Context: an optimization exercise on an open-source flow, tuned for small area and a short achievable clock period. The choices shown serve that exercise and are no tape-out recipe. In this exercise RTL edits were held to simulation tests only and were not proved equivalent to the original. Power figures rest on the tool's default switching activity, not on a simulated workload.

Design DSP, start of the top module:
module DSP (A,B,D,C,CLK,CARRYIN,OPMODE,BCIN,RSTA,RSTB,RSTM,
RSTP,RSTC,RSTD,RSTCARRYIN,RSTOPMODE,CEA,CEB,CEM,CEP,CEC,CED,
CECARRYIN,CEOPMODE,PCIN,BCOUT,PCOUT,P,M,CARRYOUT,CARRYOUTF);
clock: 7.0 ns
lec_check: 0
cap_margin: 20
core_margin: 2
core_utilization: 40
setup_slack_margin: 3.0
slew_margin: 20
buffer_ports_args: -buffer_cell sky130_fd_sc_hd__buf_2
pre_resize_tcl: /design/flow/flow/ports.tcl
standard.sh (not shown) runs the stock make flow with config.mk's settings and CLKGATE_MAP_FILE= SYNTH_SCRIPT=/design/flow/synth_recipe.tcl, a recipe that flattens the netlist after the stock synthesis.
==> flow/flow/run.sh <==
#!/bin/bash
# The standard layout (standard.sh: standard synthesis, then ORFS to
# finish), with one change: the port buffers are plain buffers (buf_2 from
# buffer_ports, then buf_1 on the inputs) instead of the delay cell
# buffer_ports picks by default.  Each tool's output is in orfs/logs.
set -euo pipefail
HERE=$(pwd)
cat >> config.mk <<EOC
export BUFFER_PORTS_ARGS = -buffer_cell sky130_fd_sc_hd__buf_2
export PRE_RESIZE_TCL = $HERE/flow/ports.tcl
EOC
bash standard.sh > standard.log 2>&1
==> flow/flow/ports.tcl <==
# Before repair_design: the input ports' buffers become buf_1.
set n 0
foreach bterm [[ord::get_db_block] getBTerms] {
  if {[$bterm getIoType] ne "INPUT"} { continue }
  set net [$bterm getNet]
  if {$net eq "NULL" || [$net getSigType] eq "CLOCK"} { continue }
  foreach iterm [$net getITerms] {
    set inst [$iterm getInst]
    if {[[$inst getMaster] getName] eq "sky130_fd_sc_hd__buf_2"} {
      replace_cell [get_cells [$inst getName]] sky130_fd_sc_hd__buf_1
      incr n
    }
  }
}
puts "flow/ports.tcl: $n input buffers set to buf_1"
Edit:
==> flow/flow/ports.tcl (replaced) <==
# Before repair_design: the input ports' buffers become buf_1.
set n 0
foreach port [get_ports -quiet *] {
  if {[get_property $port direction] ne "input"} { continue }
  if {[get_name $port] eq "CLK"} { continue }
  set net [get_nets -quiet -of_objects $port]
  if {$net eq ""} { continue }
  foreach pin [get_pins -quiet -of_objects $net] {
    set inst [get_cells -of_objects $pin]
    if {[get_property $inst ref_name] eq "sky130_fd_sc_hd__buf_2"} {
      replace_cell $inst sky130_fd_sc_hd__buf_1
      incr n
    }
  }
}
puts "flow/ports.tcl: $n input buffers set to buf_1"
- ABC_AREA: not set -> 1
- SETUP_SLACK_MARGIN: 3.0 -> 2.5
Now the flow died in 3_4_place_resized, error STA-0100.
Area after synthesis went down by roughly a tenth.
Synthesized cell count went up slightly.
Edit:
==> flow/flow/ports.tcl (replaced) <==
# Before repair_design: the input ports' buffers become buf_1.
set n 0
foreach bterm [[ord::get_db_block] getBTerms] {
  if {[$bterm getIoType] ne "INPUT"} { continue }
  set net [$bterm getNet]
  if {$net eq "NULL" || [$net getSigType] eq "CLOCK"} { continue }
  foreach iterm [$net getITerms] {
    set inst [$iterm getInst]
    if {[[$inst getMaster] getName] eq "sky130_fd_sc_hd__buf_2"} {
      replace_cell [get_cells [$inst getName]] sky130_fd_sc_hd__buf_1
      incr n
    }
  }
}
puts "flow/ports.tcl: $n input buffers set to buf_1"
- SETUP_SLACK_MARGIN: 2.5 -> 3.0
- TNS_END_PERCENT: not set -> 20
Outcome: The changed run finished clean. Synthesized cell count does not change. Synthesized area stays the same.
Edit:
- SETUP_SLACK_MARGIN: 3.0 -> 2.5
- TNS_END_PERCENT: 20 -> not set
Outcome:
- maximum frequency came out lower by a little under a tenth
- first-iteration DRC count shrinks by a few percent
- synthesized area stays the same
- wire length falls by a few percent
- critical path depth is unchanged
- total power goes down by a few percent
- cell area came out lower by a few percent
- count of clock-buffer cells in the layout shrinks by 4
- worst setup slack loses 350 ps
- clock power came out higher by a few percent
- global-route usage is lower by 0.46 points


DSP again, from the RTL that the note above started with.
Settings: LEC_CHECK=0, ABC_AREA=1, CAP_MARGIN=20, CORE_MARGIN=2, CORE_UTILIZATION=40, SETUP_SLACK_MARGIN=3.0, SLEW_MARGIN=20, BUFFER_PORTS_ARGS=-buffer_cell sky130_fd_sc_hd__buf_2, PRE_RESIZE_TCL=/design/flow/flow/ports.tcl; clock period 7.0 ns.
==> flow/flow/ports.tcl <==
# Before repair_design: the input ports' buffers become buf_1.
set n 0
foreach bterm [[ord::get_db_block] getBTerms] {
  if {[$bterm getIoType] ne "INPUT"} { continue }
  set net [$bterm getNet]
  if {$net eq "NULL" || [$net getSigType] eq "CLOCK"} { continue }
  foreach iterm [$net getITerms] {
    set inst [$iterm getInst]
    if {[[$inst getMaster] getName] eq "sky130_fd_sc_hd__buf_2"} {
      replace_cell [get_cells [$inst getName]] sky130_fd_sc_hd__buf_1
      incr n
    }
  }
}
puts "flow/ports.tcl: $n input buffers set to buf_1"
Scripts as last shown in full above: flow/flow/run.sh
The starting point passed the timing, design-rule and antenna checks.
==> next run, changes <==
==> flow/run.sh (new file) <==
#!/bin/bash
# synth_recipe.tcl (not shown) runs the flow's synth.tcl, then flattens the netlist and writes it again
# the make line also repeats each setting of config.mk as NAME=value (left out here)
make -C /OpenROAD-flow-scripts/flow DESIGN_CONFIG=/design/flow/config.mk WORK_HOME=/design/flow/orfs CLKGATE_MAP_FILE= SYNTH_SCRIPT=/design/flow/synth_recipe.tcl finish
Settings changed: BUFFER_PORTS_ARGS -buffer_cell sky130_fd_sc_hd__buf_2 to default, PRE_RESIZE_TCL /design/flow/flow/ports.tcl to default, SETUP_SLACK_MARGIN 3.0 to 2.5.
removed: flow/flow/run.sh
removed: flow/flow/ports.tcl
removed: flow/standard.sh
Global-route usage stays flat. Sequential share of layout area is lower by 0.26 points. Wire length went down by 1.6%. Core utilization went up by 0.37 points. Via count drops by 2.4%.
==> next run, changes <==
Settings changed: SETUP_SLACK_MARGIN 2.5 to default.
Design area came out lower slightly.
Die area is unchanged.
First-iteration DRC count rises by a few percent.
Hold slack stays flat.
Sequential power is about the same.
Non-clock buffer count falls by 8.
Maximum frequency drops by a little under a tenth.
Total power went down slightly.
Clock-buffer cell count stays the same.
==> next run, changes <==
==> flow/flow/run.sh (new file) <==
#!/bin/bash
# The standard layout (standard.sh: standard synthesis, then ORFS to
# finish), with one change: the port buffers are plain buffers (buf_2 from
# buffer_ports, then buf_1 on the inputs) instead of the delay cell
# buffer_ports picks by default.  Each tool's output is in orfs/logs.
set -euo pipefail
HERE=$(pwd)
cat >> config.mk <<EOC
export BUFFER_PORTS_ARGS = -buffer_cell sky130_fd_sc_hd__buf_2
export PRE_RESIZE_TCL = $HERE/flow/ports.tcl
EOC
bash standard.sh > standard.log 2>&1
==> flow/flow/ports.tcl (new file) <==
# Before repair_design: the input ports' buffers become buf_1.
set n 0
foreach bterm [[ord::get_db_block] getBTerms] {
  if {[$bterm getIoType] ne "INPUT"} { continue }
  set net [$bterm getNet]
  if {$net eq "NULL" || [$net getSigType] eq "CLOCK"} { continue }
  foreach iterm [$net getITerms] {
    set inst [$iterm getInst]
    if {[[$inst getMaster] getName] eq "sky130_fd_sc_hd__buf_2"} {
      replace_cell [get_cells [$inst getName]] sky130_fd_sc_hd__buf_1
      incr n
    }
  }
}
puts "flow/ports.tcl: $n input buffers set to buf_1"
==> flow/standard.sh (new file) <==
#!/bin/bash
# synth_recipe.tcl (not shown) runs the flow's synth.tcl, then flattens the netlist and writes it again
# the make line also repeats each setting of config.mk as NAME=value (left out here)
make -C /OpenROAD-flow-scripts/flow DESIGN_CONFIG=/design/flow/config.mk WORK_HOME=/design/flow/orfs CLKGATE_MAP_FILE= SYNTH_SCRIPT=/design/flow/synth_recipe.tcl "${@:-finish}"
Settings changed: BUFFER_PORTS_ARGS from default to -buffer_cell sky130_fd_sc_hd__buf_2, CTS_BUF_LIST from default to sky130_fd_sc_hd__clkbuf_4 sky130_fd_sc_hd__clkbuf_8, PRE_RESIZE_TCL from default to /design/flow/flow/ports.tcl, SETUP_SLACK_MARGIN from default to 3.0.
removed: flow/run.sh
What happened:
- The changed run ran to the end with no violations
- total power came out lower by 2.3%
- worst hold slack hardly moves
- die area stays the same
- clock skew came out lower by 4.7 ps
- cell area barely changes

## static timing again, ports no longer ideal
The results above use ideal ports. As a check the final layouts listed here were re-extracted and re-timed, cells and wires unchanged. Step 1, drivers: a clkbuf_16 drives CLK and a buf_2 each remaining input, both assumed. Step 2 also shifts input and output timing later by t, the mid clock arrival at the registers, as if the neighbouring blocks saw the same clock. Three values: ideal, step 1, step 2; two values: the first two.
run	t, ns	slack for setup (ns)	worst setup path at the end
the first run of note 1	0.657	1.683 / 1.683 / 1.683	register to register
the third run of note 1	0.664	3.019 / 2.965 / 3.019	register to register
the fourth run of note 1	0.665	2.674 / 2.674 / 2.674	register to register
the first run of note 2	0.665	3.067 / 3.001 / 3.068	register to register
the second run of note 2	0.664	2.589 / 2.569 / 2.577	input to register
the third run of note 2	0.669	2.166 / 2.166 / 2.166	register to register
the fourth run of note 2	0.690	3.050 / 2.984 / 3.094	register to register
After both steps every run listed still meets setup and hold. For the second run of note 2, which loses most, drivers alone change the setup slack by -0.020 ns; drivers and shift together by -0.012 ns.
